Source: an optimization exercise on an open RTL-to-GDS flow (aim: small area). Production flows keep margins and buffers that such runs may drop.
In this exercise RTL edits were held to simulation tests only and were not proved equivalent to the original.
Power is estimated from default activity; no workload was simulated.

`flow/config.mk`:
```
export PLATFORM = sky130hd
export DESIGN_NAME = ahb_slave
export DESIGN_NICKNAME = ahb_slave
export VERILOG_FILES = /design/flow/design.v
export SDC_FILE = /design/flow/constraint.sdc
export NUM_CORES = 4
export LEC_CHECK = 0
export CAP_MARGIN = 20
export CORE_MARGIN = 2
export CORE_UTILIZATION = 40
export SLEW_MARGIN = 20
```
`flow/constraint.sdc`:
```
create_clock -name core_clock -period 5.0 [get_ports {HCLK}]
set_input_delay 1.0000 -clock core_clock [delete_from_list [all_inputs] [get_ports {HCLK}]]
set_output_delay 1.0000 -clock core_clock [all_outputs]
set_load 0.01 [all_outputs]
```
`flow/design.v`:
```
module ahb_slave_controller (
    input  wire        HCLK,         
    input  wire        HRESETn,      
    input  wire        HWRITE,       
    input  wire [1:0]  HTRANS,       
    input  wire        HSEL,         
    input  logic [31:0] HADDR,       
    input  logic [2:0]  HSIZE,       
    input  logic [2:0]  HBURST,      
    input  logic [3:0]  HPROT,       
    input  logic        HMASTLOCK,   
    input  logic [3:0]  HWSTRB,      
    input  logic [31:0] HWDATA,      
    output logic       HREADY,       
    output logic       HRESP,        
    output logic [31:0] HRDATA,      
    output logic [31:0] addr,        
    output logic [2:0]  size,        
    output logic [2:0]  burst,       
    output logic [3:0]  prot,        
    output logic        mastlock,    
    output logic [3:0]  strb,        
    output logic [31:0] write_data,  
    input  logic [31:0] read_data,   
    output logic        write_read,  
    output logic        transfer_valid,  
    input  logic        error_flag   
);
    logic trans_type_reg;
    logic addr_phase_valid;
    logic data_phase_valid;
    typedef enum logic [1:0] {
        IDLE = 2'b00,
        DATA_PHASE = 2'b01,
        ERROR = 2'b10
    } state_t;
    state_t state, next_state;
    assign addr_phase_valid = HSEL && (HTRANS == 2'b10 || HTRANS == 2'b11);
    assign data_phase_valid = (state == DATA_PHASE);
    always_ff @(posedge HCLK or negedge HRESETn) begin
        if (!HRESETn) begin
            trans_type_reg <= 1'b0;
            addr <= 32'b0;
            size <= 3'b0;
            burst <= 3'b0;
            prot <= 4'b0;
            mastlock <= 1'b0;
            strb <= 4'b0;
        end else begin
            if (addr_phase_valid && HREADY) begin
                trans_type_reg <= HWRITE;
                addr <= HADDR;
                size <= HSIZE;
                burst <= HBURST;
                prot <= HPROT;
                mastlock <= HMASTLOCK;
                strb <= HWSTRB;
            end
        end
    end
    assign write_data = HWDATA;
    assign HRDATA = read_data;
    always_ff @(posedge HCLK or negedge HRESETn) begin
        if (!HRESETn) begin
            state <= IDLE;
        end else begin
            state <= next_state;
        end
    end
    always_comb begin
        write_read = 1'b0;
        transfer_valid = 1'b0;
        HRESP = 1'b0;
        HREADY = 1'b1;
        next_state = state;
        case (state)
            IDLE: begin
                if (addr_phase_valid) begin
                    next_state = DATA_PHASE;
                    HREADY = 1'b1;  
                end
            end
            DATA_PHASE: begin
                write_read = trans_type_reg;  
                transfer_valid = 1'b1;        
                if (error_flag) begin
                    HRESP = 1'b1;            
                    next_state = ERROR;
                    HREADY = 1'b0;           
                end else if (addr_phase_valid) begin
                    next_state = DATA_PHASE;  
                    HREADY = 1'b1;
                end else begin
                    next_state = IDLE;       
                    HREADY = 1'b1;
                end
            end
            ERROR: begin
                HRESP = 1'b1;        
                HREADY = 1'b1;       
                if (addr_phase_valid)
                    next_state = DATA_PHASE;
                else
                    next_state = IDLE;
            end
            default: begin
                next_state = IDLE;
            end
        endcase
    end
endmodule
module ahb_slave_reg_file (
    input  logic        HCLK,         
    input  logic        HRESETn,      
    input  logic [31:0] addr,         
    input  logic [2:0]  size,         
    input  logic [2:0]  burst,        
    input  logic [3:0]  prot,         
    input  logic        mastlock,     
    input  logic [3:0]  strb,         
    input  logic [31:0] write_data,   
    output logic [31:0] read_data,    
    input  logic        write_read,      
    input  logic        transfer_valid,  
    output logic        error_flag,   
    output logic [31:0] tdr_o,        
    output logic [31:0] lcr_o,        
    output logic [31:0] ocr_o,        
    output logic [31:0] fcr_o,        
    output logic [31:0] ier_o,        
    output logic [31:0] hcr_o,        
    input  logic [31:0] rdr_i,        
    input  logic [31:0] lsr_i,        
    input  logic [31:0] iir_i         
);
    logic [31:0] addr_reg;
    logic [2:0]  size_reg;
    logic [3:0]  strb_reg;
    assign addr_reg = addr;
    assign size_reg = size;
    assign strb_reg = strb;
    typedef enum logic [11:0] {
        ADDR_TDR = 12'h000,
        ADDR_RDR = 12'h004,
        ADDR_LCR = 12'h008,
        ADDR_OCR = 12'h00C,
        ADDR_LSR = 12'h010,
        ADDR_FCR = 12'h014,
        ADDR_IER = 12'h018,
        ADDR_IIR = 12'h01C,
        ADDR_HCR = 12'h020
    } apb_addr_e;
    function automatic logic check_alignment(input logic [31:0] address, input logic [2:0] transfer_size);
        case (transfer_size)
            3'b000: check_alignment = 1'b1;                     
            3'b001: check_alignment = (address[0] == 1'b0);     
            3'b010: check_alignment = (address[1:0] == 2'b00);  
            default: check_alignment = 1'b0;                    
        endcase
    endfunction
    always_comb begin
        error_flag = 1'b0;
        if (transfer_valid) begin
            if (addr_reg[31:12] != 20'h0 || 
                (addr_reg[11:0] != ADDR_TDR && 
                 addr_reg[11:0] != ADDR_RDR && 
                 addr_reg[11:0] != ADDR_LCR && 
                 addr_reg[11:0] != ADDR_OCR && 
                 addr_reg[11:0] != ADDR_LSR && 
                 addr_reg[11:0] != ADDR_FCR && 
                 addr_reg[11:0] != ADDR_IER && 
                 addr_reg[11:0] != ADDR_IIR && 
                 addr_reg[11:0] != ADDR_HCR)) begin
                error_flag = 1'b1;
            end
            if (!check_alignment(addr_reg, size_reg)) begin
                error_flag = 1'b1;
            end
            if (size_reg > 3'b010) begin  
                error_flag = 1'b1;
            end
            if (write_read && (addr_reg[11:0] == ADDR_RDR || 
                              addr_reg[11:0] == ADDR_LSR || 
                              addr_reg[11:0] == ADDR_IIR)) begin
                error_flag = 1'b1;
            end
        end
    end
    always_ff @(posedge HCLK or negedge HRESETn) begin
        if (!HRESETn) begin
            tdr_o <= 32'b0;
            lcr_o <= 32'b0;
            ocr_o <= 32'b0;
            fcr_o <= 32'b0;
            ier_o <= 32'b0;
            hcr_o <= 32'b0;
        end else if (write_read && !error_flag && transfer_valid) begin
            unique case (addr_reg[11:0])
                ADDR_TDR: begin
                    if (strb_reg[0]) tdr_o[7:0]   <= write_data[7:0];
                    if (strb_reg[1]) tdr_o[15:8]  <= write_data[15:8];
                    if (strb_reg[2]) tdr_o[23:16] <= write_data[23:16];
                    if (strb_reg[3]) tdr_o[31:24] <= write_data[31:24];
                end
                ADDR_LCR: begin
                    if (strb_reg[0]) lcr_o[7:0]   <= write_data[7:0];
                    if (strb_reg[1]) lcr_o[15:8]  <= write_data[15:8];
                    if (strb_reg[2]) lcr_o[23:16] <= write_data[23:16];
                    if (strb_reg[3]) lcr_o[31:24] <= write_data[31:24];
                end
                ADDR_OCR: begin
                    if (strb_reg[0]) ocr_o[7:0]   <= write_data[7:0];
                    if (strb_reg[1]) ocr_o[15:8]  <= write_data[15:8];
                    if (strb_reg[2]) ocr_o[23:16] <= write_data[23:16];
                    if (strb_reg[3]) ocr_o[31:24] <= write_data[31:24];
                end
                ADDR_FCR: begin
                    if (strb_reg[0]) fcr_o[7:0]   <= write_data[7:0];
                    if (strb_reg[1]) fcr_o[15:8]  <= write_data[15:8];
                    if (strb_reg[2]) fcr_o[23:16] <= write_data[23:16];
                    if (strb_reg[3]) fcr_o[31:24] <= write_data[31:24];
                end
                ADDR_IER: begin
                    if (strb_reg[0]) ier_o[7:0]   <= write_data[7:0];
                    if (strb_reg[1]) ier_o[15:8]  <= write_data[15:8];
                    if (strb_reg[2]) ier_o[23:16] <= write_data[23:16];
                    if (strb_reg[3]) ier_o[31:24] <= write_data[31:24];
                end
                ADDR_HCR: begin
                    if (strb_reg[0]) hcr_o[7:0]   <= write_data[7:0];
                    if (strb_reg[1]) hcr_o[15:8]  <= write_data[15:8];
                    if (strb_reg[2]) hcr_o[23:16] <= write_data[23:16];
                    if (strb_reg[3]) hcr_o[31:24] <= write_data[31:24];
                end
                default: ;  
            endcase
        end
    end
    always_comb begin
        read_data = 32'b0;
        if (!write_read && !error_flag && transfer_valid) begin
            unique case (addr_reg[11:0])
                ADDR_TDR: read_data = tdr_o;
                ADDR_RDR: read_data = rdr_i;
                ADDR_LCR: read_data = lcr_o;
                ADDR_OCR: read_data = ocr_o;
                ADDR_LSR: read_data = lsr_i;
                ADDR_FCR: read_data = fcr_o;
                ADDR_IER: read_data = ier_o;
                ADDR_IIR: read_data = iir_i;
                ADDR_HCR: read_data = hcr_o;
                default: read_data = 32'b0;
            endcase
        end
    end
endmodule
module ahb_slave (
    input  wire        HCLK,         
    input  wire        HRESETn,      
    input  wire [31:0] HADDR,        
    input  wire        HWRITE,       
    input  wire [2:0]  HSIZE,        
    input  wire [2:0]  HBURST,       
    input  wire [3:0]  HPROT,        
    input  wire [1:0]  HTRANS,       
    input  wire        HMASTLOCK,    
    input  wire        HSEL,         
    input  wire [31:0] HWDATA,       
    output wire [31:0] HRDATA,       
    output wire        HREADY,       
    output wire        HRESP,        
    input  wire [3:0]  HWSTRB,       
    output wire [31:0] tdr_o,        
    output wire [31:0] lcr_o,        
    output wire [31:0] ocr_o,        
    output wire [31:0] fcr_o,        
    output wire [31:0] ier_o,        
    output wire [31:0] hcr_o,        
    input  wire [31:0] rdr_i,        
    input  wire [31:0] lsr_i,        
    input  wire [31:0] iir_i         
);
    logic        write_read;      
    logic        error_flag;      
    logic        transfer_valid;  
    logic [31:0] addr;            
    logic [2:0]  size;            
    logic [2:0]  burst;           
    logic [3:0]  prot;            
    logic        mastlock;        
    logic [3:0]  strb;            
    logic [31:0] write_data;      
    logic [31:0] read_data;       
    ahb_slave_controller u_controller (
        .HCLK(HCLK),
        .HRESETn(HRESETn),
        .HWRITE(HWRITE),
        .HTRANS(HTRANS),
        .HSEL(HSEL),
        .HADDR(HADDR),
        .HSIZE(HSIZE),
        .HBURST(HBURST),
        .HPROT(HPROT),
        .HMASTLOCK(HMASTLOCK),
        .HWSTRB(HWSTRB),
        .HWDATA(HWDATA),
        .HREADY(HREADY),
        .HRESP(HRESP),
        .HRDATA(HRDATA),
        .addr(addr),
        .size(size),
        .burst(burst),
        .prot(prot),
        .mastlock(mastlock),
        .strb(strb),
        .write_data(write_data),
        .read_data(read_data),
        .write_read(write_read),
        .transfer_valid(transfer_valid),
        .error_flag(error_flag)
    );
    ahb_slave_reg_file u_reg_file (
        .HCLK(HCLK),
        .HRESETn(HRESETn),
        .addr(addr),
        .size(size),
        .burst(burst),
        .prot(prot),
        .mastlock(mastlock),
        .strb(strb),
        .write_data(write_data),
        .read_data(read_data),
        .write_read(write_read),
        .transfer_valid(transfer_valid),
        .error_flag(error_flag),
        .tdr_o(tdr_o),
        .lcr_o(lcr_o),
        .ocr_o(ocr_o),
        .fcr_o(fcr_o),
        .ier_o(ier_o),
        .hcr_o(hcr_o),
        .rdr_i(rdr_i),
        .lsr_i(lsr_i),
        .iir_i(iir_i)
    );
endmodule
```
`flow/run.sh`:
```
#!/bin/bash
# synth_recipe.tcl (not shown) runs the flow's synth.tcl, then flattens the netlist and writes it again
# the make line also repeats each setting of config.mk as NAME=value (left out here)
make -C /OpenROAD-flow-scripts/flow DESIGN_CONFIG=/design/flow/config.mk WORK_HOME=/design/flow/orfs CLKGATE_MAP_FILE= SYNTH_SCRIPT=/design/flow/synth_recipe.tcl finish
```
==> impl_metrics.yaml <==
logic_synthesis:
  ys.flop_type: "dfrtp_1"
  syn_inst: 1101
  synth_edf_count: 0
  ys_async_sr_fraction_pct: 100
  synth_fa_ha_area_share_pct: 0.398
  synth_compound_area_share_pct: 13.5
  synth_xor_area_share_pct: 0.0697
  ys.warnings.count: 2
  yosysSeqAreaShare_pct: 46.6
  synth_top_family_by_area: "multiplexers"
  synth_nets: 1286
  ys_ff_latch: 234
  synth_cell_types: 63
  syn_avg_cell_area_sq_um: 11.4
  synthMuxAreaShare_pct: 22.3
  yosys.area_share.simple_pct: 13.7
  synth_area_sq_um: 12600
power_and_ir_drop:
  switchingPower_w: 0.00217
  seqPwrFrac_pct: 40.6
  ir_worst_vdd_mv: 0.232
  sw_frac_of_total_pct: 35.1
  internal-power_w: 0.00401
  combPwrFrac_pct: 28.3
  p_per_area_nw_per_um2: 345
  p_leak_nw: 7.01
  clkPwrFrac_pct: 31.1
clocking:
  cts_buffer_depth: 3
  htree_levels: 1
  holdBufCountCts: 0
  post_cts_resized: 0
  root_buffer: "clkbuf_16"
  cts_sinks: 234
  clock_latency_ns: 0.54
  postCtsSetupBuffers: 0
  clkTransAtPathRegs_ns: 0.06
  cts_tree: "done"
  cts_made_buffers: 27
critical_path:
  critical_path.top_delay_family: "simple AND/OR/NAND/NOR gates"
  crit_chain: "nor4_1, nand3_1, nor2_2, or4b_2, buf_4, a21oi_1, clkdlybuf4s50_1"
  slowest_delay_ns: 0.66
  cp_max_fo: 18
  crit_type: "flip-flop to output pin"
  cp_data_arrival_time_ns: 3.79
  end_kind: "output pin"
  crit_buf_inv: 2
  start_kind: "flip-flop"
  worst_path_max_delay_cell: "or4b_2"
  crit_required_ns: 4.00
timing:
  fmax_mhz: 209
  setup_viol: 0
  fin_setup_tns_ns: 0
  slew_headroom_pct: 36.5
  period_needed_ns: 4.79
  hold_viol: 0
  tightest_slew_ns: 0.951
  period_share_pct: 95.8
  skew_ns: 0.0175
  slew_violations: 0
  rsz0062_at_grt: "no"
global_route:
  overflow: 0
  antenna_found_initial: 5
  grt_max_degree: 125
  grt_pass1_vias: 11400
  grt.total_usage_pct: 31.2
  grt_first_pass_wirelength_microns: 77300
final_layout:
  fillCellCount: 2669
  syn2layout_area_growth_pct: 42.5
  drive_gt1_share_pct: 21.6
  nets: 1669
  design_area_sq_um: 17900
route:
  ant_nets: 0
  vias: 11500
  wl_per_cell_microns: 27.5
  via_per_inst: 6.04
  first_pass_iters: 5
  drc: 0
  drt_iter0_drc: 1045
  routed_wl_microns: 52300
job:
  maxCapViolCount: 0
place:
  globalplace.congestion: 0.866
  port_buffers: 397
  place_area_sq_um: 17000
  hpwl_microns: 37700
floorplanning:
  die_h_microns: 181
  start_util_pct: 40.9
  io_pins: 407
  placementRows: 64
  core_sq_um: 30700
  dieArea_sq_um: 32800
  die_x_microns: 181
worst_hold_path:
  hp-class: "input pin to asynchronous set/reset pin"
status:
  status: "complete, no violations"
power groups by stage:
stage	sequential (W)	combinational (W)	clock [W]
finish	0.00251	0.00175	0.00192
global route	0.00255	0.00188	0.00203
CTS	0.00250	0.00174	0.00195
detailed placement	0.00254	0.00174	0
global placement	0.00252	0.00171	0
floorplan	0.00231	0.00111	0
cell usage in the layout (no fill, tap or decap), drive strengths merged, types with 4 or more instances in the layout:
cell | netlist | routed
nand4 | 45 | 45
clkbuf | 59 | 42
ha | 4 | 4
o211ai | 9 | 9
o2bb2ai | 6 | 6
nor4b | 4 | 4
buf | 28 | 45
mux2i | 19 | 19
and3 | 41 | 41
a221oi | 16 | 16
o31ai | 4 | 4
a222oi | 6 | 6
a21oi | 60 | 60
inv | 4 | 5
nand3 | 57 | 57
nor2 | 30 | 30
clkdlybuf4s50 | 0 | 396
a22oi | 63 | 63
mux4 | 6 | 6
nor3 | 12 | 12
nand2 | 91 | 91
nor4 | 8 | 8
mux2 | 199 | 199
o21ai | 28 | 28
dfrtp | 234 | 234
a31oi | 28 | 28
logic make-up after synthesis:
group / Yosys count
AND/OR/NAND/NOR: 305
AO/OA/AOI/OAI: 242
flip-flops: 234
multiplexers: 224
buffers and inverters: 91
adder cells (fa/ha/maj): 4
XOR/XNOR: 1
Yosys cell counts, types with 10 or more instances:
master	instances	share of area, %
a31oi_1	28	1.4
nand3_1	45	1.8
mux2_2	133	12
buf_2	13	0.52
a22oi_1	63	3.8
clkbuf_1	59	1.8
a221oi_1	16	1.1
nand4_1	44	2.2
mux2_4	64	7.6
nand2_1	91	2.7
nor3_1	10	0.40
nor2_1	30	0.90
mux2i_1	19	1.5
and3_1	41	2.0
dfrtp_1	234	47
a21oi_1	60	2.4
o21ai_0	26	1.0
layer usage:
metal / share of wire [%] / wire length, microns / GRT usage, %
met5: 0.044 / 23 / 0
met4: 3.2 / 1660 / 8.81
met3: 7.8 / 4090 / 6.35
met2: 48 / 25100 / 52.4
met1: 41 / 21400 / 40.9
area by class of cell:
type                    instances  area, sq um  share of cell area (%)
flip-flops and latches        234         5860                    32.7
clock inverters                 4         48.8                   0.273
clock buffers                  42          792                    4.43
repair buffers                441         4340                    24.3
diodes                          3         7.51                  0.0419
multi-input cells             776         6340                    35.4
inverters                       4         15.0                  0.0839
well taps                     396          495                    2.77
worst paths after layout:
kind / start / endpoint / slack, ns / depth (start not counted)
worst max-delay path: u_controller.addr[24] / HRDATA[12] / 0.21 / 7
worst min-delay path: HRESETn / u_reg_file.ier_o[27] / 0.42 / 1
worst max register to register: u_controller.state[1] / u_reg_file.fcr_o[29] / 1.68 / 8
worst min register to register: u_controller.addr[19] / u_controller.addr[19] / 0.52 / 2
max in group asynchronous: HRESETn / u_reg_file.hcr_o[20] / 3.43 / 2
min in group core_clock: u_controller.addr[19] / u_controller.addr[19] / 0.52 / 2
through the flow:
step | utilization, % | cells | total power (W) | hold slack [ns] | setup slack (ns)
after CTS | 58.1 | 1894 | 0.00620 | 0.439 | 0.106
after global routing | 58.2 | 1900 | 0.00646 | 0.460 | 0.0528
after floorplan | - | 1101 | 0.00342 | 0.485 | 1.72
after global placement | 55.3 | 1847 | 0.00423 | 0.499 | 0.734
after detailed placement | 55.4 | 1848 | 0.00427 | 0.510 | 0.686
final | 58.2 | 1900 | 0.00618 | 0.415 | 0.210

==> re-timing with driven ports <==
No port has a modelled driver above. Below, the same layout with a new extraction and two added sets of constraints. Step 1 sets driving cells, clkbuf_16 on the clock port and buf_2 on the other inputs (assumed; they add their load-dependent delay and slew). Step 2 moves the port delays by t, midway between the first and last clock arrival at a register: inputs arrive t later, outputs are due t later. That takes back most of the time a late clock gives input paths. Slacks: ideal / step 1 / step 2; pairs: ideal / step 1.
t, ns: 0.591
setup WS [ns]: 0.210 / 0.155 / 0.745
clock arrival spread, ns: 0.017 / 0.017
worst slew at a driven data input, ns: 0.12
pins driven straight from the clock port: 1
After both steps this run still meets setup and hold. The setup slack of this run moves by -0.055 ns with the drivers and by +0.535 ns with both steps.
